This is an optimization exercise on Yosys and OpenROAD, whose aim is small area and a short achievable clock period, not a production implementation. Where RTL was checked, it was by simulation tests only, not by an equivalence proof against the original. The RTL of run 2 was laid out without a check of its function.

## flow/design.v (module list and top-level ports; edited modules follow where they fit)
// module pe: 737 lines
// module pe_gc: 3 lines
// module pe_and2: 3 lines
// module pe_xor2: 3 lines
// module pe_bsel: 3 lines
// module pe_fa: 4 lines
// module pe_ha: 4 lines
module pe (
    input wire clk,
    input wire rst,
    input wire [15:0] act,
    input wire [15:0] wgt,
    input wire store,
    input wire reuse,
    input wire [3:0] addr,
    input wire update_out,
    output reg [31:0] out
);
  // ...
==> flow/flow/run.sh <==
#!/bin/bash
# Layout flow. Synthesis is the standard synthesis, unchanged. After the floorplan,
# every combinational cell is set to its smallest drive strength (downsize.tcl); the rest
# is the standard layout, with the ports buffered by buf_2 cells and timing repair
# aiming at 6.6 ns of setup slack, so that it upsizes only the cells the timing needs.
# After the global-route repair, recover.tcl sets cells back to smaller drive strengths
# where that does not lower the worst setup slack (recover_hook.tcl).
# Each step's full output goes to its own log file in this folder.
set -euo pipefail
here=$(pwd)
bash standard.sh synth > synth.log 2>&1
bash standard.sh floorplan > floorplan.log 2>&1
odb=$(ls $here/orfs/results/*/pe/base/2_floorplan.odb)
DS_ODB=$odb openroad -no_init -exit flow/downsize.tcl > downsize.log 2>&1
bash standard.sh 'BUFFER_PORTS_ARGS=-buffer_cell sky130_fd_sc_hd__buf_2' SETUP_SLACK_MARGIN=6.6 POST_GLOBAL_ROUTE_TCL=$here/flow/recover_hook.tcl finish > layout.log 2>&1
==> flow/flow/downsize.tcl <==
# Set every combinational standard cell to the smallest drive strength of the same
# function; timing repair later in the flow upsizes the cells that need it.
# Flip-flops, tap cells and port buffers are left alone.
set odb_file $::env(DS_ODB)
read_db $odb_file
set db [ord::get_db]
set block [ord::get_db_block]
set skip {dfxtp dfxbp dfrtp dfrbp dfstp dfsbp edfxtp sdfxtp tapvpwrvgnd conb clkbuf clkinv}
set n 0
foreach inst [$block getInsts] {
  set m [$inst getMaster]
  set name [$m getName]
  if {![regexp {^sky130_fd_sc_hd__(\w+)_(\d+)$} $name -> base drive]} { continue }
  if {[lsearch -exact $skip $base] >= 0} { continue }
  set best ""
  set best_area [expr {[$m getWidth] * [$m getHeight]}]
  foreach d {0 1 2} {
    if {$d >= $drive} { break }
    set cand [$db findMaster "sky130_fd_sc_hd__${base}_$d"]
    if {$cand eq "NULL" || $cand eq ""} { continue }
    set a [expr {[$cand getWidth] * [$cand getHeight]}]
    if {$a < $best_area} { set best $cand; set best_area $a }
  }
  if {$best ne ""} {
    $inst swapMaster $best
    incr n
  }
}
puts "downsized $n instances"
write_db $odb_file
==> flow/flow/recover.tcl <==
# Area recovery after timing repair: try each combinational cell at a smaller drive
# strength, least critical first, and keep the change only if the worst setup slack does
# not drop (by more than 5 ps in all) and the max-slew and max-capacitance checks keep a
# 20% margin (or what they had).
# est is the estimate_parasitics mode in use at this point of the flow.
proc pe_recover_est {est} {
  estimate_parasitics $est
}
proc pe_recover_area {est} {
  set db [ord::get_db]
  set block [ord::get_db_block]
  pe_recover_est $est
  set wns0 [sta::worst_slack_cmd max]
  set floor [expr {$wns0 - 0.005e-9}]
  set slew0 [sta::max_slew_violation_count]
  set cap0 [sta::max_capacitance_violation_count]
  set slewlim [expr {min(0.2, [sta::max_slew_check_slack_limit])}]
  set caplim [expr {min(0.2, [sta::max_capacitance_check_slack_limit])}]
  set cands {}
  foreach inst [$block getInsts] {
    set name [[$inst getMaster] getName]
    if {![regexp {^sky130_fd_sc_hd__(\w+)_(\d+)$} $name -> base drive]} { continue }
    if {[regexp {^(dfxtp|dfxbp|dfrtp|dfrbp|dfstp|dfsbp|edfxtp|sdfxtp|tapvpwrvgnd|conb|clkbuf|clkinv|clkdlybuf4s50|decap|fill)} $base]} { continue }
    if {$drive <= 1} { continue }
    set pin_slack 1.0
    foreach it [$inst getITerms] {
      if {[$it isOutputSignal]} {
        set p [get_pins -quiet [$inst getName]/[[$it getMTerm] getName]]
        if {$p ne ""} { set pin_slack [get_property $p slack_max] }
      }
    }
    lappend cands [list $pin_slack $inst $base $drive]
  }
  set cands [lsort -real -decreasing -index 0 $cands]
  set n 0
  foreach c $cands {
    lassign $c s inst base drive
    set orig [[$inst getMaster] getName]
    foreach d {0 1 2 4 6 8} {
      if {$d >= $drive} { break }
      set m [$db findMaster "sky130_fd_sc_hd__${base}_$d"]
      if {$m eq "NULL" || $m eq ""} { continue }
      replace_cell [$inst getName] "sky130_fd_sc_hd__${base}_$d"
      pe_recover_est $est
      if {[sta::worst_slack_cmd max] >= $floor && [sta::max_slew_violation_count] <= $slew0
          && [sta::max_capacitance_violation_count] <= $cap0
          && [sta::max_slew_check_slack_limit] >= $slewlim
          && [sta::max_capacitance_check_slack_limit] >= $caplim} {
        incr n
        break
      }
      replace_cell [$inst getName] $orig
      pe_recover_est $est
    }
  }
  puts "area recovery: downsized $n of [llength $cands] cells, worst slack [sta::worst_slack_cmd max] (was $wns0)"
}
==> flow/flow/recover_hook.tcl <==
# POST_GLOBAL_ROUTE hook: area recovery (recover.tcl) after the global-route timing
# repair, with the nets of resized cells routed again incrementally.
source [file join [file dirname [info script]] recover.tcl]
global_route -start_incremental
pe_recover_area -global_routing
global_route -end_incremental
estimate_parasitics -global_routing
report_worst_slack -max -digits 3
write_guides $::env(RESULTS_DIR)/route.guide
==> flow/standard.sh <==
#!/bin/bash
# synth_recipe.tcl (not shown) runs the flow's synth.tcl, then flattens the netlist and writes it again
# the make line also repeats each setting of config.mk as NAME=value (left out here)
make -C /OpenROAD-flow-scripts/flow DESIGN_CONFIG=/design/flow/config.mk WORK_HOME=/design/flow/orfs CLKGATE_MAP_FILE= SYNTH_SCRIPT=/design/flow/synth_recipe.tcl "${@:-finish}"
==> flow/config.mk <==
export PLATFORM = sky130hd
export DESIGN_NAME = pe
export DESIGN_NICKNAME = pe
export VERILOG_FILES = /design/flow/design.v
export SDC_FILE = /design/flow/constraint.sdc
export NUM_CORES = 4
export LEC_CHECK = 0
export CAP_MARGIN = 20
export CORE_MARGIN = 2
export CORE_UTILIZATION = 60
export PLACE_DENSITY = 0.75
export SETUP_SLACK_MARGIN = 5
export SLEW_MARGIN = 20
export SYNTH_HIERARCHICAL = 1
==> flow/constraint.sdc <==
create_clock -name core_clock -period 11.0 [get_ports {clk}]
set_input_delay 2.2000 -clock core_clock [delete_from_list [all_inputs] [get_ports {clk}]]
set_output_delay 2.2000 -clock core_clock [all_outputs]
set_load 0.01 [all_outputs]
==> impl_summary.txt, run 1 <==
----------------------------------------------------
[Critical path]
  Startpoint types ... flip-flop
  R2r worst-path depth ... 17
  CP Class ... flip-flop to flip-flop
  Crit path max-delay cell type ... sky130_fd_sc_hd__fa_1
  Family with the most delay on the worst path ... adder cells
  Critical Path End Type ... flip-flop
  Arrival time worst endpoint ... 5.33 ns
  Critical path peak fanout ... 16

[Placed design]
  Dpl cell area ... 0.0156 mm²
  Worst slack, placed ... ~5.7 ns
  Cell count after placement ... roughly 1800

[Cells and area]
  Multi-In Gates ... ~1200
  NumNets Final ... approximately 1800
  Multi-input combinational area share ... slightly below 70%
  Non-clk bufs ... between 100 and 150
  Layout sequential cell count ... around 170
  Layout fillers ... ~2100
  Total area of multi-input combinational cells ... about 0.012 mm²
  Seq area share ... 20.9%

[Clocking]
  Post-CTS repair timing setup buffer count ... 6
  Hold buffer count at CTS ... 0
  TritonCTS clock tree ... yes

[Detailed routing]
  Drt pass-1 iters ... 7
  WL per Instance ... roughly 24 µm
  DR iter-0 viols ... 1306
  Remaining routing DRC violations ... 0
  Via density ... between 6 and 7
  Met2 wire length ... 20300 µm

[Die]
  Core Footprint ... 0.0260 mm²
  Cell Rows ... between 50 and 60
  Overall die area ... around 0.028 mm²
  Count of pins on the block boundary ... 73
  Count of inserted tapcells ... ~340

[Timing]
  Worst slew slack as a fraction of its limit ... roughly 24%
  Transition at the pin with the smallest max-transition slack ... approximately 1.1 ns
  Pins Over Slew Limit ... 0

[Synth]
  Count leader, synth ... sky130_fd_sc_hd__xnor2_1
  Leading cell types by count after synthesis ... sky130_fd_sc_hd__xnor2_1, sky130_fd_sc_hd__a22oi_2, sky130_fd_sc_hd__fa_1, sky130_fd_sc_hd__dfxtp_1, sky130_fd_sc_hd__and2_1
  Nets in the synthesized netlist ... between 1500 and 2000
  Register bit total from synthesis ... between 150 and 200

[Status]
  Outcome ... finished clean

[Global routing]
  Gr ovfl total ... 0

----------------------------------------------------
==> inputs of run 2 (changes only) <==
--- a/flow/design.v
+++ b/flow/design.v
@@ -466,206 +466,255 @@
     wire [31:0] cg0, cp0;
     generate for (g = 0; g < 32; g = g + 1) begin : cpg
         pe_ha h (.a(row_a[g]), .b(row_b[g]), .s(cp0[g]), .co(cg0[g]));
     end endgenerate
     wire [31:0] cg1, cp1;
     assign cg1[0] = cg0[0]; assign cp1[0] = cp0[0];
     pe_gc c0_1 (.g1(cg0[1]), .p1(cp0[1]), .g0(cg0[0]), .g(cg1[1]));
     pe_and2 a0_1 (.a(cp0[1]), .b(cp0[0]), .y(cp1[1]));
-    assign cg1[2] = cg0[2]; assign cp1[2] = cp0[2];
+    pe_gc c0_2 (.g1(cg0[2]), .p1(cp0[2]), .g0(cg0[1]), .g(cg1[2]));
+    pe_and2 a0_2 (.a(cp0[2]), .b(cp0[1]), .y(cp1[2]));
     pe_gc c0_3 (.g1(cg0[3]), .p1(cp0[3]), .g0(cg0[2]), .g(cg1[3]));
     pe_and2 a0_3 (.a(cp0[3]), .b(cp0[2]), .y(cp1[3]));
-    assign cg1[4] = cg0[4]; assign cp1[4] = cp0[4];
+    pe_gc c0_4 (.g1(cg0[4]), .p1(cp0[4]), .g0(cg0[3]), .g(cg1[4]));
+    pe_and2 a0_4 (.a(cp0[4]), .b(cp0[3]), .y(cp1[4]));
     pe_gc c0_5 (.g1(cg0[5]), .p1(cp0[5]), .g0(cg0[4]), .g(cg1[5]));
     pe_and2 a0_5 (.a(cp0[5]), .b(cp0[4]), .y(cp1[5]));
-    assign cg1[6] = cg0[6]; assign cp1[6] = cp0[6];
+    pe_gc c0_6 (.g1(cg0[6]), .p1(cp0[6]), .g0(cg0[5]), .g(cg1[6]));
+    pe_and2 a0_6 (.a(cp0[6]), .b(cp0[5]), .y(cp1[6]));
     pe_gc c0_7 (.g1(cg0[7]), .p1(cp0[7]), .g0(cg0[6]), .g(cg1[7]));
     pe_and2 a0_7 (.a(cp0[7]), .b(cp0[6]), .y(cp1[7]));
-    assign cg1[8] = cg0[8]; assign cp1[8] = cp0[8];
+    pe_gc c0_8 (.g1(cg0[8]), .p1(cp0[8]), .g0(cg0[7]), .g(cg1[8]));
+    pe_and2 a0_8 (.a(cp0[8]), .b(cp0[7]), .y(cp1[8]));
     pe_gc c0_9 (.g1(cg0[9]), .p1(cp0[9]), .g0(cg0[8]), .g(cg1[9]));
     pe_and2 a0_9 (.a(cp0[9]), .b(cp0[8]), .y(cp1[9]));
-    assign cg1[10] = cg0[10]; assign cp1[10] = cp0[10];
+    pe_gc c0_10 (.g1(cg0[10]), .p1(cp0[10]), .g0(cg0[9]), .g(cg1[10]));
+    pe_and2 a0_10 (.a(cp0[10]), .b(cp0[9]), .y(cp1[10]));
     pe_gc c0_11 (.g1(cg0[11]), .p1(cp0[11]), .g0(cg0[10]), .g(cg1[11]));
     pe_and2 a0_11 (.a(cp0[11]), .b(cp0[10]), .y(cp1[11]));
-    assign cg1[12] = cg0[12]; assign cp1[12] = cp0[12];
+    pe_gc c0_12 (.g1(cg0[12]), .p1(cp0[12]), .g0(cg0[11]), .g(cg1[12]));
+    pe_and2 a0_12 (.a(cp0[12]), .b(cp0[11]), .y(cp1[12]));
     pe_gc c0_13 (.g1(cg0[13]), .p1(cp0[13]), .g0(cg0[12]), .g(cg1[13]));
     pe_and2 a0_13 (.a(cp0[13]), .b(cp0[12]), .y(cp1[13]));
-    assign cg1[14] = cg0[14]; assign cp1[14] = cp0[14];
+    pe_gc c0_14 (.g1(cg0[14]), .p1(cp0[14]), .g0(cg0[13]), .g(cg1[14]));
+    pe_and2 a0_14 (.a(cp0[14]), .b(cp0[13]), .y(cp1[14]));
     pe_gc c0_15 (.g1(cg0[15]), .p1(cp0[15]), .g0(cg0[14]), .g(cg1[15]));
     pe_and2 a0_15 (.a(cp0[15]), .b(cp0[14]), .y(cp1[15]));
-    assign cg1[16] = cg0[16]; assign cp1[16] = cp0[16];
+    pe_gc c0_16 (.g1(cg0[16]), .p1(cp0[16]), .g0(cg0[15]), .g(cg1[16]));
+    pe_and2 a0_16 (.a(cp0[16]), .b(cp0[15]), .y(cp1[16]));
     pe_gc c0_17 (.g1(cg0[17]), .p1(cp0[17]), .g0(cg0[16]), .g(cg1[17]));
     pe_and2 a0_17 (.a(cp0[17]), .b(cp0[16]), .y(cp1[17]));
-    assign cg1[18] = cg0[18]; assign cp1[18] = cp0[18];
+    pe_gc c0_18 (.g1(cg0[18]), .p1(cp0[18]), .g0(cg0[17]), .g(cg1[18]));
+    pe_and2 a0_18 (.a(cp0[18]), .b(cp0[17]), .y(cp1[18]));
     pe_gc c0_19 (.g1(cg0[19]), .p1(cp0[19]), .g0(cg0[18]), .g(cg1[19]));
     pe_and2 a0_19 (.a(cp0[19]), .b(cp0[18]), .y(cp1[19]));
-    assign cg1[20] = cg0[20]; assign cp1[20] = cp0[20];
+    pe_gc c0_20 (.g1(cg0[20]), .p1(cp0[20]), .g0(cg0[19]), .g(cg1[20]));
+    pe_and2 a0_20 (.a(cp0[20]), .b(cp0[19]), .y(cp1[20]));
     pe_gc c0_21 (.g1(cg0[21]), .p1(cp0[21]), .g0(cg0[20]), .g(cg1[21]));
     pe_and2 a0_21 (.a(cp0[21]), .b(cp0[20]), .y(cp1[21]));
-    assign cg1[22] = cg0[22]; assign cp1[22] = cp0[22];
+    pe_gc c0_22 (.g1(cg0[22]), .p1(cp0[22]), .g0(cg0[21]), .g(cg1[22]));
+    pe_and2 a0_22 (.a(cp0[22]), .b(cp0[21]), .y(cp1[22]));
     pe_gc c0_23 (.g1(cg0[23]), .p1(cp0[23]), .g0(cg0[22]), .g(cg1[23]));
     pe_and2 a0_23 (.a(cp0[23]), .b(cp0[22]), .y(cp1[23]));
-    assign cg1[24] = cg0[24]; assign cp1[24] = cp0[24];
+    pe_gc c0_24 (.g1(cg0[24]), .p1(cp0[24]), .g0(cg0[23]), .g(cg1[24]));
+    pe_and2 a0_24 (.a(cp0[24]), .b(cp0[23]), .y(cp1[24]));
     pe_gc c0_25 (.g1(cg0[25]), .p1(cp0[25]), .g0(cg0[24]), .g(cg1[25]));
     pe_and2 a0_25 (.a(cp0[25]), .b(cp0[24]), .y(cp1[25]));
-    assign cg1[26] = cg0[26]; assign cp1[26] = cp0[26];
+    pe_gc c0_26 (.g1(cg0[26]), .p1(cp0[26]), .g0(cg0[25]), .g(cg1[26]));
+    pe_and2 a0_26 (.a(cp0[26]), .b(cp0[25]), .y(cp1[26]));
     pe_gc c0_27 (.g1(cg0[27]), .p1(cp0[27]), .g0(cg0[26]), .g(cg1[27]));
     pe_and2 a0_27 (.a(cp0[27]), .b(cp0[26]), .y(cp1[27]));
-    assign cg1[28] = cg0[28]; assign cp1[28] = cp0[28];
+    pe_gc c0_28 (.g1(cg0[28]), .p1(cp0[28]), .g0(cg0[27]), .g(cg1[28]));
+    pe_and2 a0_28 (.a(cp0[28]), .b(cp0[27]), .y(cp1[28]));
     pe_gc c0_29 (.g1(cg0[29]), .p1(cp0[29]), .g0(cg0[28]), .g(cg1[29]));
     pe_and2 a0_29 (.a(cp0[29]), .b(cp0[28]), .y(cp1[29]));
-    assign cg1[30] = cg0[30]; assign cp1[30] = cp0[30];
+    pe_gc c0_30 (.g1(cg0[30]), .p1(cp0[30]), .g0(cg0[29]), .g(cg1[30]));
+    pe_and2 a0_30 (.a(cp0[30]), .b(cp0[29]), .y(cp1[30]));
     pe_gc c0_31 (.g1(cg0[31]), .p1(cp0[31]), .g0(cg0[30]), .g(cg1[31]));
     pe_and2 a0_31 (.a(cp0[31]), .b(cp0[30]), .y(cp1[31]));
     wire [31:0] cg2, cp2;
     assign cg2[0] = cg1[0]; assign cp2[0] = cp1[0];
     assign cg2[1] = cg1[1]; assign cp2[1] = cp1[1];
-    pe_gc c1_2 (.g1(cg1[2]), .p1(cp1[2]), .g0(cg1[1]), .g(cg2[2]));
-    pe_and2 a1_2 (.a(cp1[2]), .b(cp1[1]), .y(cp2[2]));
+    pe_gc c1_2 (.g1(cg1[2]), .p1(cp1[2]), .g0(cg1[0]), .g(cg2[2]));
+    pe_and2 a1_2 (.a(cp1[2]), .b(cp1[0]), .y(cp2[2]));
     pe_gc c1_3 (.g1(cg1[3]), .p1(cp1[3]), .g0(cg1[1]), .g(cg2[3]));
     pe_and2 a1_3 (.a(cp1[3]), .b(cp1[1]), .y(cp2[3]));
-    assign cg2[4] = cg1[4]; assign cp2[4] = cp1[4];
-    assign cg2[5] = cg1[5]; assign cp2[5] = cp1[5];
-    pe_gc c1_6 (.g1(cg1[6]), .p1(cp1[6]), .g0(cg1[5]), .g(cg2[6]));
-    pe_and2 a1_6 (.a(cp1[6]), .b(cp1[5]), .y(cp2[6]));
+    pe_gc c1_4 (.g1(cg1[4]), .p1(cp1[4]), .g0(cg1[2]), .g(cg2[4]));
+    pe_and2 a1_4 (.a(cp1[4]), .b(cp1[2]), .y(cp2[4]));
+    pe_gc c1_5 (.g1(cg1[5]), .p1(cp1[5]), .g0(cg1[3]), .g(cg2[5]));
+    pe_and2 a1_5 (.a(cp1[5]), .b(cp1[3]), .y(cp2[5]));
+    pe_gc c1_6 (.g1(cg1[6]), .p1(cp1[6]), .g0(cg1[4]), .g(cg2[6]));
+    pe_and2 a1_6 (.a(cp1[6]), .b(cp1[4]), .y(cp2[6]));
     pe_gc c1_7 (.g1(cg1[7]), .p1(cp1[7]), .g0(cg1[5]), .g(cg2[7]));
     pe_and2 a1_7 (.a(cp1[7]), .b(cp1[5]), .y(cp2[7]));
-    assign cg2[8] = cg1[8]; assign cp2[8] = cp1[8];
-    assign cg2[9] = cg1[9]; assign cp2[9] = cp1[9];
-    pe_gc c1_10 (.g1(cg1[10]), .p1(cp1[10]), .g0(cg1[9]), .g(cg2[10]));
-    pe_and2 a1_10 (.a(cp1[10]), .b(cp1[9]), .y(cp2[10]));
+    pe_gc c1_8 (.g1(cg1[8]), .p1(cp1[8]), .g0(cg1[6]), .g(cg2[8]));
+    pe_and2 a1_8 (.a(cp1[8]), .b(cp1[6]), .y(cp2[8]));
+    pe_gc c1_9 (.g1(cg1[9]), .p1(cp1[9]), .g0(cg1[7]), .g(cg2[9]));
+    pe_and2 a1_9 (.a(cp1[9]), .b(cp1[7]), .y(cp2[9]));
+    pe_gc c1_10 (.g1(cg1[10]), .p1(cp1[10]), .g0(cg1[8]), .g(cg2[10]));
+    pe_and2 a1_10 (.a(cp1[10]), .b(cp1[8]), .y(cp2[10]));
     pe_gc c1_11 (.g1(cg1[11]), .p1(cp1[11]), .g0(cg1[9]), .g(cg2[11]));
     pe_and2 a1_11 (.a(cp1[11]), .b(cp1[9]), .y(cp2[11]));
-    assign cg2[12] = cg1[12]; assign cp2[12] = cp1[12];
-    assign cg2[13] = cg1[13]; assign cp2[13] = cp1[13];
-    pe_gc c1_14 (.g1(cg1[14]), .p1(cp1[14]), .g0(cg1[13]), .g(cg2[14]));
-    pe_and2 a1_14 (.a(cp1[14]), .b(cp1[13]), .y(cp2[14]));
+    pe_gc c1_12 (.g1(cg1[12]), .p1(cp1[12]), .g0(cg1[10]), .g(cg2[12]));
+    pe_and2 a1_12 (.a(cp1[12]), .b(cp1[10]), .y(cp2[12]));
+    pe_gc c1_13 (.g1(cg1[13]), .p1(cp1[13]), .g0(cg1[11]), .g(cg2[13]));
+    pe_and2 a1_13 (.a(cp1[13]), .b(cp1[11]), .y(cp2[13]));
+    pe_gc c1_14 (.g1(cg1[14]), .p1(cp1[14]), .g0(cg1[12]), .g(cg2[14]));
+    pe_and2 a1_14 (.a(cp1[14]), .b(cp1[12]), .y(cp2[14]));
     pe_gc c1_15 (.g1(cg1[15]), .p1(cp1[15]), .g0(cg1[13]), .g(cg2[15]));
     pe_and2 a1_15 (.a(cp1[15]), .b(cp1[13]), .y(cp2[15]));
-    assign cg2[16] = cg1[16]; assign cp2[16] = cp1[16];
-    assign cg2[17] = cg1[17]; assign cp2[17] = cp1[17];
-    pe_gc c1_18 (.g1(cg1[18]), .p1(cp1[18]), .g0(cg1[17]), .g(cg2[18]));
-    pe_and2 a1_18 (.a(cp1[18]), .b(cp1[17]), .y(cp2[18]));
+    pe_gc c1_16 (.g1(cg1[16]), .p1(cp1[16]), .g0(cg1[14]), .g(cg2[16]));
+    pe_and2 a1_16 (.a(cp1[16]), .b(cp1[14]), .y(cp2[16]));
+    pe_gc c1_17 (.g1(cg1[17]), .p1(cp1[17]), .g0(cg1[15]), .g(cg2[17]));
+    pe_and2 a1_17 (.a(cp1[17]), .b(cp1[15]), .y(cp2[17]));
+    pe_gc c1_18 (.g1(cg1[18]), .p1(cp1[18]), .g0(cg1[16]), .g(cg2[18]));
+    pe_and2 a1_18 (.a(cp1[18]), .b(cp1[16]), .y(cp2[18]));
     pe_gc c1_19 (.g1(cg1[19]), .p1(cp1[19]), .g0(cg1[17]), .g(cg2[19]));
     pe_and2 a1_19 (.a(cp1[19]), .b(cp1[17]), .y(cp2[19]));
-    assign cg2[20] = cg1[20]; assign cp2[20] = cp1[20];
-    assign cg2[21] = cg1[21]; assign cp2[21] = cp1[21];
-    pe_gc c1_22 (.g1(cg1[22]), .p1(cp1[22]), .g0(cg1[21]), .g(cg2[22]));
-    pe_and2 a1_22 (.a(cp1[22]), .b(cp1[21]), .y(cp2[22]));
+    pe_gc c1_20 (.g1(cg1[20]), .p1(cp1[20]), .g0(cg1[18]), .g(cg2[20]));
+    pe_and2 a1_20 (.a(cp1[20]), .b(cp1[18]), .y(cp2[20]));
+    pe_gc c1_21 (.g1(cg1[21]), .p1(cp1[21]), .g0(cg1[19]), .g(cg2[21]));
+    pe_and2 a1_21 (.a(cp1[21]), .b(cp1[19]), .y(cp2[21]));
+    pe_gc c1_22 (.g1(cg1[22]), .p1(cp1[22]), .g0(cg1[20]), .g(cg2[22]));
+    pe_and2 a1_22 (.a(cp1[22]), .b(cp1[20]), .y(cp2[22]));
     pe_gc c1_23 (.g1(cg1[23]), .p1(cp1[23]), .g0(cg1[21]), .g(cg2[23]));
     pe_and2 a1_23 (.a(cp1[23]), .b(cp1[21]), .y(cp2[23]));
-    assign cg2[24] = cg1[24]; assign cp2[24] = cp1[24];
-    assign cg2[25] = cg1[25]; assign cp2[25] = cp1[25];
-    pe_gc c1_26 (.g1(cg1[26]), .p1(cp1[26]), .g0(cg1[25]), .g(cg2[26]));
-    pe_and2 a1_26 (.a(cp1[26]), .b(cp1[25]), .y(cp2[26]));
+    pe_gc c1_24 (.g1(cg1[24]), .p1(cp1[24]), .g0(cg1[22]), .g(cg2[24]));
+    pe_and2 a1_24 (.a(cp1[24]), .b(cp1[22]), .y(cp2[24]));
+    pe_gc c1_25 (.g1(cg1[25]), .p1(cp1[25]), .g0(cg1[23]), .g(cg2[25]));
+    pe_and2 a1_25 (.a(cp1[25]), .b(cp1[23]), .y(cp2[25]));
+    pe_gc c1_26 (.g1(cg1[26]), .p1(cp1[26]), .g0(cg1[24]), .g(cg2[26]));
+    pe_and2 a1_26 (.a(cp1[26]), .b(cp1[24]), .y(cp2[26]));
     pe_gc c1_27 (.g1(cg1[27]), .p1(cp1[27]), .g0(cg1[25]), .g(cg2[27]));
     pe_and2 a1_27 (.a(cp1[27]), .b(cp1[25]), .y(cp2[27]));
-    assign cg2[28] = cg1[28]; assign cp2[28] = cp1[28];
-    assign cg2[29] = cg1[29]; assign cp2[29] = cp1[29];
-    pe_gc c1_30 (.g1(cg1[30]), .p1(cp1[30]), .g0(cg1[29]), .g(cg2[30]));
-    pe_and2 a1_30 (.a(cp1[30]), .b(cp1[29]), .y(cp2[30]));
+    pe_gc c1_28 (.g1(cg1[28]), .p1(cp1[28]), .g0(cg1[26]), .g(cg2[28]));
+    pe_and2 a1_28 (.a(cp1[28]), .b(cp1[26]), .y(cp2[28]));
+    pe_gc c1_29 (.g1(cg1[29]), .p1(cp1[29]), .g0(cg1[27]), .g(cg2[29]));
+    pe_and2 a1_29 (.a(cp1[29]), .b(cp1[27]), .y(cp2[29]));
+    pe_gc c1_30 (.g1(cg1[30]), .p1(cp1[30]), .g0(cg1[28]), .g(cg2[30]));
+    pe_and2 a1_30 (.a(cp1[30]), .b(cp1[28]), .y(cp2[30]));
     pe_gc c1_31 (.g1(cg1[31]), .p1(cp1[31]), .g0(cg1[29]), .g(cg2[31]));
     pe_and2 a1_31 (.a(cp1[31]), .b(cp1[29]), .y(cp2[31]));
     wire [31:0] cg3, cp3;
     assign cg3[0] = cg2[0]; assign cp3[0] = cp2[0];
     assign cg3[1] = cg2[1]; assign cp3[1] = cp2[1];
     assign cg3[2] = cg2[2]; assign cp3[2] = cp2[2];
     assign cg3[3] = cg2[3]; assign cp3[3] = cp2[3];
-    pe_gc c2_4 (.g1(cg2[4]), .p1(cp2[4]), .g0(cg2[3]), .g(cg3[4]));
-    pe_and2 a2_4 (.a(cp2[4]), .b(cp2[3]), .y(cp3[4]));
-    pe_gc c2_5 (.g1(cg2[5]), .p1(cp2[5]), .g0(cg2[3]), .g(cg3[5]));
-    pe_and2 a2_5 (.a(cp2[5]), .b(cp2[3]), .y(cp3[5]));
-    pe_gc c2_6 (.g1(cg2[6]), .p1(cp2[6]), .g0(cg2[3]), .g(cg3[6]));
-    pe_and2 a2_6 (.a(cp2[6]), .b(cp2[3]), .y(cp3[6]));
+    pe_gc c2_4 (.g1(cg2[4]), .p1(cp2[4]), .g0(cg2[0]), .g(cg3[4]));
+    pe_and2 a2_4 (.a(cp2[4]), .b(cp2[0]), .y(cp3[4]));
+    pe_gc c2_5 (.g1(cg2[5]), .p1(cp2[5]), .g0(cg2[1]), .g(cg3[5]));
+    pe_and2 a2_5 (.a(cp2[5]), .b(cp2[1]), .y(cp3[5]));
+    pe_gc c2_6 (.g1(cg2[6]), .p1(cp2[6]), .g0(cg2[2]), .g(cg3[6]));
+    pe_and2 a2_6 (.a(cp2[6]), .b(cp2[2]), .y(cp3[6]));
     pe_gc c2_7 (.g1(cg2[7]), .p1(cp2[7]), .g0(cg2[3]), .g(cg3[7]));
     pe_and2 a2_7 (.a(cp2[7]), .b(cp2[3]), .y(cp3[7]));
-    assign cg3[8] = cg2[8]; assign cp3[8] = cp2[8];
-    assign cg3[9] = cg2[9]; assign cp3[9] = cp2[9];
-    assign cg3[10] = cg2[10]; assign cp3[10] = cp2[10];
-    assign cg3[11] = cg2[11]; assign cp3[11] = cp2[11];
-    pe_gc c2_12 (.g1(cg2[12]), .p1(cp2[12]), .g0(cg2[11]), .g(cg3[12]));
-    pe_and2 a2_12 (.a(cp2[12]), .b(cp2[11]), .y(cp3[12]));
-    pe_gc c2_13 (.g1(cg2[13]), .p1(cp2[13]), .g0(cg2[11]), .g(cg3[13]));
-    pe_and2 a2_13 (.a(cp2[13]), .b(cp2[11]), .y(cp3[13]));
-    pe_gc c2_14 (.g1(cg2[14]), .p1(cp2[14]), .g0(cg2[11]), .g(cg3[14]));
-    pe_and2 a2_14 (.a(cp2[14]), .b(cp2[11]), .y(cp3[14]));
+    pe_gc c2_8 (.g1(cg2[8]), .p1(cp2[8]), .g0(cg2[4]), .g(cg3[8]));
+    pe_and2 a2_8 (.a(cp2[8]), .b(cp2[4]), .y(cp3[8]));
+    pe_gc c2_9 (.g1(cg2[9]), .p1(cp2[9]), .g0(cg2[5]), .g(cg3[9]));
+    pe_and2 a2_9 (.a(cp2[9]), .b(cp2[5]), .y(cp3[9]));
+    pe_gc c2_10 (.g1(cg2[10]), .p1(cp2[10]), .g0(cg2[6]), .g(cg3[10]));
+    pe_and2 a2_10 (.a(cp2[10]), .b(cp2[6]), .y(cp3[10]));
+    pe_gc c2_11 (.g1(cg2[11]), .p1(cp2[11]), .g0(cg2[7]), .g(cg3[11]));
+    pe_and2 a2_11 (.a(cp2[11]), .b(cp2[7]), .y(cp3[11]));
+    pe_gc c2_12 (.g1(cg2[12]), .p1(cp2[12]), .g0(cg2[8]), .g(cg3[12]));
+    pe_and2 a2_12 (.a(cp2[12]), .b(cp2[8]), .y(cp3[12]));
+    pe_gc c2_13 (.g1(cg2[13]), .p1(cp2[13]), .g0(cg2[9]), .g(cg3[13]));
+    pe_and2 a2_13 (.a(cp2[13]), .b(cp2[9]), .y(cp3[13]));
+    pe_gc c2_14 (.g1(cg2[14]), .p1(cp2[14]), .g0(cg2[10]), .g(cg3[14]));
+    pe_and2 a2_14 (.a(cp2[14]), .b(cp2[10]), .y(cp3[14]));
     pe_gc c2_15 (.g1(cg2[15]), .p1(cp2[15]), .g0(cg2[11]), .g(cg3[15]));
     pe_and2 a2_15 (.a(cp2[15]), .b(cp2[11]), .y(cp3[15]));
-    assign cg3[16] = cg2[16]; assign cp3[16] = cp2[16];
-    assign cg3[17] = cg2[17]; assign cp3[17] = cp2[17];
-    assign cg3[18] = cg2[18]; assign cp3[18] = cp2[18];
-    assign cg3[19] = cg2[19]; assign cp3[19] = cp2[19];
-    pe_gc c2_20 (.g1(cg2[20]), .p1(cp2[20]), .g0(cg2[19]), .g(cg3[20]));
-    pe_and2 a2_20 (.a(cp2[20]), .b(cp2[19]), .y(cp3[20]));
-    pe_gc c2_21 (.g1(cg2[21]), .p1(cp2[21]), .g0(cg2[19]), .g(cg3[21]));
-    pe_and2 a2_21 (.a(cp2[21]), .b(cp2[19]), .y(cp3[21]));
-    pe_gc c2_22 (.g1(cg2[22]), .p1(cp2[22]), .g0(cg2[19]), .g(cg3[22]));
-    pe_and2 a2_22 (.a(cp2[22]), .b(cp2[19]), .y(cp3[22]));
+    pe_gc c2_16 (.g1(cg2[16]), .p1(cp2[16]), .g0(cg2[12]), .g(cg3[16]));
+    pe_and2 a2_16 (.a(cp2[16]), .b(cp2[12]), .y(cp3[16]));
+    pe_gc c2_17 (.g1(cg2[17]), .p1(cp2[17]), .g0(cg2[13]), .g(cg3[17]));
+    pe_and2 a2_17 (.a(cp2[17]), .b(cp2[13]), .y(cp3[17]));
+    pe_gc c2_18 (.g1(cg2[18]), .p1(cp2[18]), .g0(cg2[14]), .g(cg3[18]));
+    pe_and2 a2_18 (.a(cp2[18]), .b(cp2[14]), .y(cp3[18]));
+    pe_gc c2_19 (.g1(cg2[19]), .p1(cp2[19]), .g0(cg2[15]), .g(cg3[19]));
+    pe_and2 a2_19 (.a(cp2[19]), .b(cp2[15]), .y(cp3[19]));
+    pe_gc c2_20 (.g1(cg2[20]), .p1(cp2[20]), .g0(cg2[16]), .g(cg3[20]));
+    pe_and2 a2_20 (.a(cp2[20]), .b(cp2[16]), .y(cp3[20]));
+    pe_gc c2_21 (.g1(cg2[21]), .p1(cp2[21]), .g0(cg2[17]), .g(cg3[21]));
+    pe_and2 a2_21 (.a(cp2[21]), .b(cp2[17]), .y(cp3[21]));
+    pe_gc c2_22 (.g1(cg2[22]), .p1(cp2[22]), .g0(cg2[18]), .g(cg3[22]));
+    pe_and2 a2_22 (.a(cp2[22]), .b(cp2[18]), .y(cp3[22]));
     pe_gc c2_23 (.g1(cg2[23]), .p1(cp2[23]), .g0(cg2[19]), .g(cg3[23]));
     pe_and2 a2_23 (.a(cp2[23]), .b(cp2[19]), .y(cp3[23]));
-    assign cg3[24] = cg2[24]; assign cp3[24] = cp2[24];
-    assign cg3[25] = cg2[25]; assign cp3[25] = cp2[25];
-    assign cg3[26] = cg2[26]; assign cp3[26] = cp2[26];
-    assign cg3[27] = cg2[27]; assign cp3[27] = cp2[27];
-    pe_gc c2_28 (.g1(cg2[28]), .p1(cp2[28]), .g0(cg2[27]), .g(cg3[28]));
-    pe_and2 a2_28 (.a(cp2[28]), .b(cp2[27]), .y(cp3[28]));
-    pe_gc c2_29 (.g1(cg2[29]), .p1(cp2[29]), .g0(cg2[27]), .g(cg3[29]));
-    pe_and2 a2_29 (.a(cp2[29]), .b(cp2[27]), .y(cp3[29]));
-    pe_gc c2_30 (.g1(cg2[30]), .p1(cp2[30]), .g0(cg2[27]), .g(cg3[30]));
-    pe_and2 a2_30 (.a(cp2[30]), .b(cp2[27]), .y(cp3[30]));
+    pe_gc c2_24 (.g1(cg2[24]), .p1(cp2[24]), .g0(cg2[20]), .g(cg3[24]));
+    pe_and2 a2_24 (.a(cp2[24]), .b(cp2[20]), .y(cp3[24]));
+    pe_gc c2_25 (.g1(cg2[25]), .p1(cp2[25]), .g0(cg2[21]), .g(cg3[25]));
+    pe_and2 a2_25 (.a(cp2[25]), .b(cp2[21]), .y(cp3[25]));
+    pe_gc c2_26 (.g1(cg2[26]), .p1(cp2[26]), .g0(cg2[22]), .g(cg3[26]));
+    pe_and2 a2_26 (.a(cp2[26]), .b(cp2[22]), .y(cp3[26]));
+    pe_gc c2_27 (.g1(cg2[27]), .p1(cp2[27]), .g0(cg2[23]), .g(cg3[27]));
+    pe_and2 a2_27 (.a(cp2[27]), .b(cp2[23]), .y(cp3[27]));
+    pe_gc c2_28 (.g1(cg2[28]), .p1(cp2[28]), .g0(cg2[24]), .g(cg3[28]));
+    pe_and2 a2_28 (.a(cp2[28]), .b(cp2[24]), .y(cp3[28]));
+    pe_gc c2_29 (.g1(cg2[29]), .p1(cp2[29]), .g0(cg2[25]), .g(cg3[29]));
+    pe_and2 a2_29 (.a(cp2[29]), .b(cp2[25]), .y(cp3[29]));
+    pe_gc c2_30 (.g1(cg2[30]), .p1(cp2[30]), .g0(cg2[26]), .g(cg3[30]));
+    pe_and2 a2_30 (.a(cp2[30]), .b(cp2[26]), .y(cp3[30]));
     pe_gc c2_31 (.g1(cg2[31]), .p1(cp2[31]), .g0(cg2[27]), .g(cg3[31]));
     pe_and2 a2_31 (.a(cp2[31]), .b(cp2[27]), .y(cp3[31]));
     wire [31:0] cg4, cp4;
     assign cg4[0] = cg3[0]; assign cp4[0] = cp3[0];
     assign cg4[1] = cg3[1]; assign cp4[1] = cp3[1];
     assign cg4[2] = cg3[2]; assign cp4[2] = cp3[2];
     assign cg4[3] = cg3[3]; assign cp4[3] = cp3[3];
     assign cg4[4] = cg3[4]; assign cp4[4] = cp3[4];
     assign cg4[5] = cg3[5]; assign cp4[5] = cp3[5];
     assign cg4[6] = cg3[6]; assign cp4[6] = cp3[6];
     assign cg4[7] = cg3[7]; assign cp4[7] = cp3[7];
-    pe_gc c3_8 (.g1(cg3[8]), .p1(cp3[8]), .g0(cg3[7]), .g(cg4[8]));
-    pe_and2 a3_8 (.a(cp3[8]), .b(cp3[7]), .y(cp4[8]));
-    pe_gc c3_9 (.g1(cg3[9]), .p1(cp3[9]), .g0(cg3[7]), .g(cg4[9]));
-    pe_and2 a3_9 (.a(cp3[9]), .b(cp3[7]), .y(cp4[9]));
-    pe_gc c3_10 (.g1(cg3[10]), .p1(cp3[10]), .g0(cg3[7]), .g(cg4[10]));
-    pe_and2 a3_10 (.a(cp3[10]), .b(cp3[7]), .y(cp4[10]));
-    pe_gc c3_11 (.g1(cg3[11]), .p1(cp3[11]), .g0(cg3[7]), .g(cg4[11]));
-    pe_and2 a3_11 (.a(cp3[11]), .b(cp3[7]), .y(cp4[11]));
-    pe_gc c3_12 (.g1(cg3[12]), .p1(cp3[12]), .g0(cg3[7]), .g(cg4[12]));
-    pe_and2 a3_12 (.a(cp3[12]), .b(cp3[7]), .y(cp4[12]));
-    pe_gc c3_13 (.g1(cg3[13]), .p1(cp3[13]), .g0(cg3[7]), .g(cg4[13]));
-    pe_and2 a3_13 (.a(cp3[13]), .b(cp3[7]), .y(cp4[13]));
-    pe_gc c3_14 (.g1(cg3[14]), .p1(cp3[14]), .g0(cg3[7]), .g(cg4[14]));
-    pe_and2 a3_14 (.a(cp3[14]), .b(cp3[7]), .y(cp4[14]));
+    pe_gc c3_8 (.g1(cg3[8]), .p1(cp3[8]), .g0(cg3[0]), .g(cg4[8]));
+    pe_and2 a3_8 (.a(cp3[8]), .b(cp3[0]), .y(cp4[8]));
+    pe_gc c3_9 (.g1(cg3[9]), .p1(cp3[9]), .g0(cg3[1]), .g(cg4[9]));
+    pe_and2 a3_9 (.a(cp3[9]), .b(cp3[1]), .y(cp4[9]));
+    pe_gc c3_10 (.g1(cg3[10]), .p1(cp3[10]), .g0(cg3[2]), .g(cg4[10]));
+    pe_and2 a3_10 (.a(cp3[10]), .b(cp3[2]), .y(cp4[10]));
+    pe_gc c3_11 (.g1(cg3[11]), .p1(cp3[11]), .g0(cg3[3]), .g(cg4[11]));
+    pe_and2 a3_11 (.a(cp3[11]), .b(cp3[3]), .y(cp4[11]));
+    pe_gc c3_12 (.g1(cg3[12]), .p1(cp3[12]), .g0(cg3[4]), .g(cg4[12]));
+    pe_and2 a3_12 (.a(cp3[12]), .b(cp3[4]), .y(cp4[12]));
+    pe_gc c3_13 (.g1(cg3[13]), .p1(cp3[13]), .g0(cg3[5]), .g(cg4[13]));
+    pe_and2 a3_13 (.a(cp3[13]), .b(cp3[5]), .y(cp4[13]));
+    pe_gc c3_14 (.g1(cg3[14]), .p1(cp3[14]), .g0(cg3[6]), .g(cg4[14]));
+    pe_and2 a3_14 (.a(cp3[14]), .b(cp3[6]), .y(cp4[14]));
     pe_gc c3_15 (.g1(cg3[15]), .p1(cp3[15]), .g0(cg3[7]), .g(cg4[15]));
     pe_and2 a3_15 (.a(cp3[15]), .b(cp3[7]), .y(cp4[15]));
-    assign cg4[16] = cg3[16]; assign cp4[16] = cp3[16];
-    assign cg4[17] = cg3[17]; assign cp4[17] = cp3[17];
-    assign cg4[18] = cg3[18]; assign cp4[18] = cp3[18];
-    assign cg4[19] = cg3[19]; assign cp4[19] = cp3[19];
-    assign cg4[20] = cg3[20]; assign cp4[20] = cp3[20];
-    assign cg4[21] = cg3[21]; assign cp4[21] = cp3[21];
-    assign cg4[22] = cg3[22]; assign cp4[22] = cp3[22];
-    assign cg4[23] = cg3[23]; assign cp4[23] = cp3[23];
-    pe_gc c3_24 (.g1(cg3[24]), .p1(cp3[24]), .g0(cg3[23]), .g(cg4[24]));
-    pe_and2 a3_24 (.a(cp3[24]), .b(cp3[23]), .y(cp4[24]));
-    pe_gc c3_25 (.g1(cg3[25]), .p1(cp3[25]), .g0(cg3[23]), .g(cg4[25]));
-    pe_and2 a3_25 (.a(cp3[25]), .b(cp3[23]), .y(cp4[25]));
-    pe_gc c3_26 (.g1(cg3[26]), .p1(cp3[26]), .g0(cg3[23]), .g(cg4[26]));
-    pe_and2 a3_26 (.a(cp3[26]), .b(cp3[23]), .y(cp4[26]));
-    pe_gc c3_27 (.g1(cg3[27]), .p1(cp3[27]), .g0(cg3[23]), .g(cg4[27]));
-    pe_and2 a3_27 (.a(cp3[27]), .b(cp3[23]), .y(cp4[27]));
-    pe_gc c3_28 (.g1(cg3[28]), .p1(cp3[28]), .g0(cg3[23]), .g(cg4[28]));
-    pe_and2 a3_28 (.a(cp3[28]), .b(cp3[23]), .y(cp4[28]));
-    pe_gc c3_29 (.g1(cg3[29]), .p1(cp3[29]), .g0(cg3[23]), .g(cg4[29]));
-    pe_and2 a3_29 (.a(cp3[29]), .b(cp3[23]), .y(cp4[29]));
-    pe_gc c3_30 (.g1(cg3[30]), .p1(cp3[30]), .g0(cg3[23]), .g(cg4[30]));
-    pe_and2 a3_30 (.a(cp3[30]), .b(cp3[23]), .y(cp4[30]));
+    pe_gc c3_16 (.g1(cg3[16]), .p1(cp3[16]), .g0(cg3[8]), .g(cg4[16]));
+    pe_and2 a3_16 (.a(cp3[16]), .b(cp3[8]), .y(cp4[16]));
+    pe_gc c3_17 (.g1(cg3[17]), .p1(cp3[17]), .g0(cg3[9]), .g(cg4[17]));
+    pe_and2 a3_17 (.a(cp3[17]), .b(cp3[9]), .y(cp4[17]));
+    pe_gc c3_18 (.g1(cg3[18]), .p1(cp3[18]), .g0(cg3[10]), .g(cg4[18]));
+    pe_and2 a3_18 (.a(cp3[18]), .b(cp3[10]), .y(cp4[18]));
+    pe_gc c3_19 (.g1(cg3[19]), .p1(cp3[19]), .g0(cg3[11]), .g(cg4[19]));
+    pe_and2 a3_19 (.a(cp3[19]), .b(cp3[11]), .y(cp4[19]));
+    pe_gc c3_20 (.g1(cg3[20]), .p1(cp3[20]), .g0(cg3[12]), .g(cg4[20]));
+    pe_and2 a3_20 (.a(cp3[20]), .b(cp3[12]), .y(cp4[20]));
+    pe_gc c3_21 (.g1(cg3[21]), .p1(cp3[21]), .g0(cg3[13]), .g(cg4[21]));
+    pe_and2 a3_21 (.a(cp3[21]), .b(cp3[13]), .y(cp4[21]));
+    pe_gc c3_22 (.g1(cg3[22]), .p1(cp3[22]), .g0(cg3[14]), .g(cg4[22]));
+    pe_and2 a3_22 (.a(cp3[22]), .b(cp3[14]), .y(cp4[22]));
+    pe_gc c3_23 (.g1(cg3[23]), .p1(cp3[23]), .g0(cg3[15]), .g(cg4[23]));
+    pe_and2 a3_23 (.a(cp3[23]), .b(cp3[15]), .y(cp4[23]));
+    pe_gc c3_24 (.g1(cg3[24]), .p1(cp3[24]), .g0(cg3[16]), .g(cg4[24]));
+    pe_and2 a3_24 (.a(cp3[24]), .b(cp3[16]), .y(cp4[24]));
+    pe_gc c3_25 (.g1(cg3[25]), .p1(cp3[25]), .g0(cg3[17]), .g(cg4[25]));
+    pe_and2 a3_25 (.a(cp3[25]), .b(cp3[17]), .y(cp4[25]));
+    pe_gc c3_26 (.g1(cg3[26]), .p1(cp3[26]), .g0(cg3[18]), .g(cg4[26]));
+    pe_and2 a3_26 (.a(cp3[26]), .b(cp3[18]), .y(cp4[26]));
+    pe_gc c3_27 (.g1(cg3[27]), .p1(cp3[27]), .g0(cg3[19]), .g(cg4[27]));
+    pe_and2 a3_27 (.a(cp3[27]), .b(cp3[19]), .y(cp4[27]));
+    pe_gc c3_28 (.g1(cg3[28]), .p1(cp3[28]), .g0(cg3[20]), .g(cg4[28]));
+    pe_and2 a3_28 (.a(cp3[28]), .b(cp3[20]), .y(cp4[28]));
+    pe_gc c3_29 (.g1(cg3[29]), .p1(cp3[29]), .g0(cg3[21]), .g(cg4[29]));
+    pe_and2 a3_29 (.a(cp3[29]), .b(cp3[21]), .y(cp4[29]));
+    pe_gc c3_30 (.g1(cg3[30]), .p1(cp3[30]), .g0(cg3[22]), .g(cg4[30]));
+    pe_and2 a3_30 (.a(cp3[30]), .b(cp3[22]), .y(cp4[30]));
     pe_gc c3_31 (.g1(cg3[31]), .p1(cp3[31]), .g0(cg3[23]), .g(cg4[31]));
     pe_and2 a3_31 (.a(cp3[31]), .b(cp3[23]), .y(cp4[31]));
     wire [31:0] cg5, cp5;
     assign cg5[0] = cg4[0]; assign cp5[0] = cp4[0];
     assign cg5[1] = cg4[1]; assign cp5[1] = cp4[1];
     assign cg5[2] = cg4[2]; assign cp5[2] = cp4[2];
     assign cg5[3] = cg4[3]; assign cp5[3] = cp4[3];
     assign cg5[4] = cg4[4]; assign cp5[4] = cp4[4];
@@ -675,46 +724,46 @@
     assign cg5[8] = cg4[8]; assign cp5[8] = cp4[8];
     assign cg5[9] = cg4[9]; assign cp5[9] = cp4[9];
     assign cg5[10] = cg4[10]; assign cp5[10] = cp4[10];
     assign cg5[11] = cg4[11]; assign cp5[11] = cp4[11];
     assign cg5[12] = cg4[12]; assign cp5[12] = cp4[12];
     assign cg5[13] = cg4[13]; assign cp5[13] = cp4[13];
     assign cg5[14] = cg4[14]; assign cp5[14] = cp4[14];
     assign cg5[15] = cg4[15]; assign cp5[15] = cp4[15];
-    pe_gc c4_16 (.g1(cg4[16]), .p1(cp4[16]), .g0(cg4[15]), .g(cg5[16]));
-    pe_and2 a4_16 (.a(cp4[16]), .b(cp4[15]), .y(cp5[16]));
-    pe_gc c4_17 (.g1(cg4[17]), .p1(cp4[17]), .g0(cg4[15]), .g(cg5[17]));
-    pe_and2 a4_17 (.a(cp4[17]), .b(cp4[15]), .y(cp5[17]));
-    pe_gc c4_18 (.g1(cg4[18]), .p1(cp4[18]), .g0(cg4[15]), .g(cg5[18]));
-    pe_and2 a4_18 (.a(cp4[18]), .b(cp4[15]), .y(cp5[18]));
-    pe_gc c4_19 (.g1(cg4[19]), .p1(cp4[19]), .g0(cg4[15]), .g(cg5[19]));
-    pe_and2 a4_19 (.a(cp4[19]), .b(cp4[15]), .y(cp5[19]));
-    pe_gc c4_20 (.g1(cg4[20]), .p1(cp4[20]), .g0(cg4[15]), .g(cg5[20]));
-    pe_and2 a4_20 (.a(cp4[20]), .b(cp4[15]), .y(cp5[20]));
-    pe_gc c4_21 (.g1(cg4[21]), .p1(cp4[21]), .g0(cg4[15]), .g(cg5[21]));
-    pe_and2 a4_21 (.a(cp4[21]), .b(cp4[15]), .y(cp5[21]));
-    pe_gc c4_22 (.g1(cg4[22]), .p1(cp4[22]), .g0(cg4[15]), .g(cg5[22]));
-    pe_and2 a4_22 (.a(cp4[22]), .b(cp4[15]), .y(cp5[22]));
-    pe_gc c4_23 (.g1(cg4[23]), .p1(cp4[23]), .g0(cg4[15]), .g(cg5[23]));
-    pe_and2 a4_23 (.a(cp4[23]), .b(cp4[15]), .y(cp5[23]));
-    pe_gc c4_24 (.g1(cg4[24]), .p1(cp4[24]), .g0(cg4[15]), .g(cg5[24]));
-    pe_and2 a4_24 (.a(cp4[24]), .b(cp4[15]), .y(cp5[24]));
-    pe_gc c4_25 (.g1(cg4[25]), .p1(cp4[25]), .g0(cg4[15]), .g(cg5[25]));
-    pe_and2 a4_25 (.a(cp4[25]), .b(cp4[15]), .y(cp5[25]));
-    pe_gc c4_26 (.g1(cg4[26]), .p1(cp4[26]), .g0(cg4[15]), .g(cg5[26]));
-    pe_and2 a4_26 (.a(cp4[26]), .b(cp4[15]), .y(cp5[26]));
-    pe_gc c4_27 (.g1(cg4[27]), .p1(cp4[27]), .g0(cg4[15]), .g(cg5[27]));
-    pe_and2 a4_27 (.a(cp4[27]), .b(cp4[15]), .y(cp5[27]));
-    pe_gc c4_28 (.g1(cg4[28]), .p1(cp4[28]), .g0(cg4[15]), .g(cg5[28]));
-    pe_and2 a4_28 (.a(cp4[28]), .b(cp4[15]), .y(cp5[28]));
-    pe_gc c4_29 (.g1(cg4[29]), .p1(cp4[29]), .g0(cg4[15]), .g(cg5[29]));
-    pe_and2 a4_29 (.a(cp4[29]), .b(cp4[15]), .y(cp5[29]));
-    pe_gc c4_30 (.g1(cg4[30]), .p1(cp4[30]), .g0(cg4[15]), .g(cg5[30]));
-    pe_and2 a4_30 (.a(cp4[30]), .b(cp4[15]), .y(cp5[30]));
+    pe_gc c4_16 (.g1(cg4[16]), .p1(cp4[16]), .g0(cg4[0]), .g(cg5[16]));
+    pe_and2 a4_16 (.a(cp4[16]), .b(cp4[0]), .y(cp5[16]));
+    pe_gc c4_17 (.g1(cg4[17]), .p1(cp4[17]), .g0(cg4[1]), .g(cg5[17]));
+    pe_and2 a4_17 (.a(cp4[17]), .b(cp4[1]), .y(cp5[17]));
+    pe_gc c4_18 (.g1(cg4[18]), .p1(cp4[18]), .g0(cg4[2]), .g(cg5[18]));
+    pe_and2 a4_18 (.a(cp4[18]), .b(cp4[2]), .y(cp5[18]));
+    pe_gc c4_19 (.g1(cg4[19]), .p1(cp4[19]), .g0(cg4[3]), .g(cg5[19]));
+    pe_and2 a4_19 (.a(cp4[19]), .b(cp4[3]), .y(cp5[19]));
+    pe_gc c4_20 (.g1(cg4[20]), .p1(cp4[20]), .g0(cg4[4]), .g(cg5[20]));
+    pe_and2 a4_20 (.a(cp4[20]), .b(cp4[4]), .y(cp5[20]));
+    pe_gc c4_21 (.g1(cg4[21]), .p1(cp4[21]), .g0(cg4[5]), .g(cg5[21]));
+    pe_and2 a4_21 (.a(cp4[21]), .b(cp4[5]), .y(cp5[21]));
+    pe_gc c4_22 (.g1(cg4[22]), .p1(cp4[22]), .g0(cg4[6]), .g(cg5[22]));
+    pe_and2 a4_22 (.a(cp4[22]), .b(cp4[6]), .y(cp5[22]));
+    pe_gc c4_23 (.g1(cg4[23]), .p1(cp4[23]), .g0(cg4[7]), .g(cg5[23]));
+    pe_and2 a4_23 (.a(cp4[23]), .b(cp4[7]), .y(cp5[23]));
+    pe_gc c4_24 (.g1(cg4[24]), .p1(cp4[24]), .g0(cg4[8]), .g(cg5[24]));
+    pe_and2 a4_24 (.a(cp4[24]), .b(cp4[8]), .y(cp5[24]));
+    pe_gc c4_25 (.g1(cg4[25]), .p1(cp4[25]), .g0(cg4[9]), .g(cg5[25]));
+    pe_and2 a4_25 (.a(cp4[25]), .b(cp4[9]), .y(cp5[25]));
+    pe_gc c4_26 (.g1(cg4[26]), .p1(cp4[26]), .g0(cg4[10]), .g(cg5[26]));
+    pe_and2 a4_26 (.a(cp4[26]), .b(cp4[10]), .y(cp5[26]));
+    pe_gc c4_27 (.g1(cg4[27]), .p1(cp4[27]), .g0(cg4[11]), .g(cg5[27]));
+    pe_and2 a4_27 (.a(cp4[27]), .b(cp4[11]), .y(cp5[27]));
+    pe_gc c4_28 (.g1(cg4[28]), .p1(cp4[28]), .g0(cg4[12]), .g(cg5[28]));
+    pe_and2 a4_28 (.a(cp4[28]), .b(cp4[12]), .y(cp5[28]));
+    pe_gc c4_29 (.g1(cg4[29]), .p1(cp4[29]), .g0(cg4[13]), .g(cg5[29]));
+    pe_and2 a4_29 (.a(cp4[29]), .b(cp4[13]), .y(cp5[29]));
+    pe_gc c4_30 (.g1(cg4[30]), .p1(cp4[30]), .g0(cg4[14]), .g(cg5[30]));
+    pe_and2 a4_30 (.a(cp4[30]), .b(cp4[14]), .y(cp5[30]));
     pe_gc c4_31 (.g1(cg4[31]), .p1(cp4[31]), .g0(cg4[15]), .g(cg5[31]));
     pe_and2 a4_31 (.a(cp4[31]), .b(cp4[15]), .y(cp5[31]));
     wire [31:0] cin = {cg5[30:0], 1'b0};
     generate for (g = 0; g < 32; g = g + 1) begin : csum
         pe_xor2 x (.a(cp0[g]), .b(cin[g]), .y(acc_next[g]));
     end endgenerate
     always @(posedge clk) begin
         bm_r <= bsel;
==> flow/flow/run.sh (replaced) <==
#!/bin/bash
# Layout flow. Synthesis is the standard synthesis, unchanged. After the floorplan,
# every combinational cell is set to its smallest drive strength (downsize.tcl); the rest
# is the standard layout, with the ports buffered by buf_2 cells and timing repair
# aiming at 6 ns of setup slack, so that it upsizes only the cells the timing needs.
# After the global-route repair, recover.tcl sets cells back to smaller drive strengths
# where that does not lower the worst setup slack (recover_hook.tcl).
# Each step's full output goes to its own log file in this folder.
set -euo pipefail
here=$(pwd)
bash standard.sh synth > synth.log 2>&1
bash standard.sh floorplan > floorplan.log 2>&1
odb=$(ls $here/orfs/results/*/pe/base/2_floorplan.odb)
DS_ODB=$odb openroad -no_init -exit flow/downsize.tcl > downsize.log 2>&1
bash standard.sh 'BUFFER_PORTS_ARGS=-buffer_cell sky130_fd_sc_hd__buf_2' SETUP_SLACK_MARGIN=6 POST_GLOBAL_ROUTE_TCL=$here/flow/recover_hook.tcl finish > layout.log 2>&1
==> impl_summary.txt, run 2 <==
----------------------------------------------------
[Critical path]
  Startpoint of the worst setup timing path ... bm_r[17]$_SDFF_PP0_
  Worst r2r src ... bm_r[17]$_SDFF_PP0_
  Reg-to-reg endpoint ... bm_r[19]$_SDFF_PP0_
  R2r worst-path depth ... 17 (unchanged)
  Critical Path End Type ... flip-flop
  Worst endpoint required time ... approximately 11 ns
  Arrival time worst endpoint ... 5.44 ns (+0.11 ns)
  Critical path peak fanout ... 15 (-1)
  Startpoint types ... flip-flop
  CP Class ... flip-flop to flip-flop
  Timing endpoint of the critical path ... bm_r[19]$_SDFF_PP0_

[Synth]
  Per-instance average area after synthesis ... about 11 µm²
  Count leader, synth ... sky130_fd_sc_hd__xnor2_1
  Portion of synthesized cell area occupied by the leading cell type ... between 20% and 30%
  Top cells by area in the synthesized netlist ... sky130_fd_sc_hd__fa_1, sky130_fd_sc_hd__dfxtp_1, sky130_fd_sc_hd__a22oi_2
  Main flop type after synthesis ... sky130_fd_sc_hd__dfxtp_1
  Unique cell type count in the Yosys netlist ... 34
  Adder-Cell Fraction of Synth Area ... roughly a quarter
  Asr flop ratio synth ... 0%
  Sequential-to-total area share from yosys stat ... a little over 20%
  Proportion of synthesized area in mux cells ... about 5.0%
  Combinational family with the most area after synthesis ... adder cells
  Register bit total from synthesis ... 169 (unchanged)
  Synthesis warning total ... 7
  Share of synthesized cell area in and, or, nand and nor gates ... roughly an eighth
  Nets in the synthesized netlist ... 1761 (+5.9%)
  Leading cell types by count after synthesis ... sky130_fd_sc_hd__xnor2_1, sky130_fd_sc_hd__a22oi_2, sky130_fd_sc_hd__fa_1, sky130_fd_sc_hd__dfxtp_1, sky130_fd_sc_hd__and2_1
  Area fraction in compound gates after synthesis ... between 20 and 25%
  Number of instances in the synthesized netlist ... approximately 1500
  Area share of xor/xnor cells in the synthesized design ... between 10% and 20%
  Post-synth EDFFs ... 0
  Synthesized cell area ... between 0.015 and 0.02 mm²
  Largest area contributor in the synthesized netlist ... sky130_fd_sc_hd__fa_1

[Die]
  Core Footprint ... 0.0270 mm² (+3.7%)
  Chip height ... between 150 and 200 µm
  Cell Rows ... 60 (+1.7%)
  Count of pins on the block boundary ... 73 (unchanged)
  Overall die area ... 0.0289 mm² (+4.2%)
  Initial Util ... 61.3%
  Chip width ... 170 µm

[Cells and area]
  Share of post-route cells with drive strength above 1 ... under 10%
  Most common cell after layout, fill and taps aside ... sky130_fd_sc_hd__xnor2_1
  Biggest registers after layout ... accg: 32 flops, bm_r: 32 flops, out: 32 flops
  Layout fillers ... 2165 (+2.1%)
  Final std cells w/o fill ... just under 2000
  NumNets Final ... 1853 (+5.7%)
  Area growth, synth to finish ... 5.64%
  Leading cell types in the layout, fill and taps excluded ... sky130_fd_sc_hd__xnor2_1, sky130_fd_sc_hd__a22oi_1, sky130_fd_sc_hd__fa_1, sky130_fd_sc_hd__and2_1, sky130_fd_sc_hd__dfxtp_1

[Timing]
  Share of the cycle needed by the critical path after routing ... between 40% and 50%
  Total negative slack ... 0 ns
  Worst hold slack across all endpoints ... about 0.47 ns
  Worst slew slack as a fraction of its limit ... 23.7% (-0.33 points)
  Transition at the pin with the smallest max-transition slack ... 1.14 ns (+0.00490 ns)
  Final setup skew ... around 0.024 ns
  Final Hold Fails ... 0
  Pins Over Slew Limit ... 0 (unchanged)
  Max frequency ... roughly 0.2 GHz
  Time the worst path needs with I/O delays and setup ... ~5.1 ns
  Setup-violating endpoint count in the final report ... 0

[Placed design]
  Cell count after placement ... 1893 (+6.5%)
  Count of input and output buffers ... 72
  Detailed Place HPWL ... approximately 33000 µm
  Final RePlAce weighted congestion ... around 0.99

[Detailed routing]
  Total length of routed met3 wires ... ~4500 µm
  Remaining number of nets flagged by the antenna check after routing ... 0
  WL per Instance ... 24.7 µm (+4.9%)
  Met2 wire length ... 22300 µm (+10%)
  Via Count ... about 13000
  Remaining routing DRC violations ... 0 (unchanged)
  DR iter-0 viols ... 1326 (+1.5%)
  Via density ... 6.53 (+2.4%)
  Drt pass-1 iters ... 6 (-1)
  Highest metal layer with signal wires ... met4
  Routed met1 length ... about 20000 µm
  Post-Route WL ... 47800 µm

[Clocking]
  Maximum buffer depth of the clock tree ... 2
  Number of buffers created by CTS ... 17
  TritonCTS clock tree ... yes
  Post-CTS repair timing setup buffer count ... 4 (-2)
  Hold buffer count at CTS ... 0 (unchanged)
  Number of gates resized after cts ... 74
  Clock input transition at the sequential cells of the worst setup and hold paths ... roughly 0.080 ns
  Clock network latency to the later pin of the worst-skew pair ... between 0.4 and 0.5 ns
  H-Tree Level Count ... 4
  CTS Root Buffer Type ... sky130_fd_sc_hd__clkbuf_16
  Number of clock sinks ... around 170

[Run]
  Maxcap violations ... 0

[Global routing]
  Via count of the first global-routing pass ... roughly 13000
  Number of antenna violations at the first check in global routing ... 0
  Global-route wire length before repair ... 75100 µm
  Maximum number of pins on one net before global-route repair ... 78
  Total GRT Usage ... around a third
  Gr ovfl total ... 0 (unchanged)

[Status]
  Outcome ... finished clean

[Min path]
  Hold crit path type ... flip-flop to flip-flop
  Worst hold start ... r2[4]$_SDFFE_PP0P_

----------------------------------------------------
-- run 2: cell types whose count changed after synthesis --
cell	delta
sky130_fd_sc_hd__a21o_1	+49
sky130_fd_sc_hd__and2_1	+49
-- run 2: cell type report --
class                           count  area [µm²]  area share (%)
Multi-Input combinational cell   1274       12400            71.0
Timing Repair Buffer              117         652            3.74
Clock buffer                       18         429            2.46
Tap cell                          341         427            2.45
Sequential cell                   169        3430            19.7
Antenna cell                        1        2.50          0.0143
Clock inverter                     14         115           0.660
Inverter                            1        3.75          0.0215
-- run 2: per-stage QoR --
step                      worst slack (ns)  utilization, %  instance area, µm²
after global placement                5.38            60.9               16400
after CTS                             5.95            65.1               17500
final                                 5.91            64.7               17400
after detailed placement              5.41            60.9               16400
after floorplan                       5.57               -               16500
-- run 2: kinds of logic (layout without fill, tap and decap cells) --
group | Yosys count | in the layout
compound gates | 371 | 371
xor+xnor | 239 | 239
fa+ha+maj | 232 | 232
buf+inv | 45 | 150
flops | 169 | 169
mux | 80 | 80
other cells | 1 | 2
simple gates | 351 | 351
-- run 2: layer usage --
metal,up-vias,track usage (%)
li1,5416,-
met1,6339,47.6
met2,759,53.0
met3,112,6.70
met4,0,11.2
met5,-,0
-- run 2: how the worst min path moves through the flow --
stage                          to  slack (ns)  cells after the start
2_1_floorplan  r3[0]$_SDFFE_PP0P_        0.45                      2
3_3_place_gp   r3[3]$_SDFFE_PP0P_        0.45                      2
3_5_place_dp   r2[3]$_SDFFE_PP0P_        0.46                      2
4_1_cts        r2[3]$_SDFFE_PP0P_        0.47                      2
6_report       r2[4]$_SDFFE_PP0P_        0.47                      2
-- run 2: modules after synthesis, one instance, submodules excluded --
module   copies in the design  area [µm²]
pe                          1        6340
pe_and2                    94        6.26
pe_bsel                   192        21.3
pe_fa                     184        20.0
pe_gc                     124        7.51
pe_ha                      48        12.5
pe_xor2                    32        8.76
-- run 2: critical path, cell delays in order, from the launching register on --
cell and delay [ns]:
sky130_fd_sc_hd__dfxtp_1 0.31, sky130_fd_sc_hd__buf_4 0.26, sky130_fd_sc_hd__a22oi_2 0.14, sky130_fd_sc_hd__xnor2_2 0.17, sky130_fd_sc_hd__fa_1 0.53, sky130_fd_sc_hd__fa_2 0.47
sky130_fd_sc_hd__fa_2 0.35, sky130_fd_sc_hd__fa_1 0.45, sky130_fd_sc_hd__fa_1 0.59, sky130_fd_sc_hd__ha_4 0.24, sky130_fd_sc_hd__a21o_1 0.21, sky130_fd_sc_hd__a21o_1 0.19
sky130_fd_sc_hd__a21o_1 0.18, sky130_fd_sc_hd__a21o_1 0.16, sky130_fd_sc_hd__a21o_4 0.21, sky130_fd_sc_hd__xor2_4 0.26, sky130_fd_sc_hd__buf_1 0.16, sky130_fd_sc_hd__and2_1 0.12

## port drivers added, routing unchanged
The flow's constraints put no driver on any port. The routed layouts listed below were extracted and timed again, unchanged, in two steps. Step 1, drivers: a clkbuf_16 drives clk and a buf_2 each remaining input, both assumed. Step 2 times the ports against the registers' clock, not the clock port: input delays grow and output delays shrink by t, the midpoint of the rising clock arrivals with the driver on. Slacks: no drivers / after step 1 / after step 2; pairs: no drivers / after step 1.
run	t, ns	slack for setup (ns)	worst setup path at the end	latest minus earliest clock arrival (ns)
run 1	0.483	5.955 / 5.955 / 5.955	register to register	0.042 / 0.042
run 2	0.472	5.906 / 5.906 / 5.906	register to register	0.025 / 0.025
After both steps every run listed still meets setup and hold.
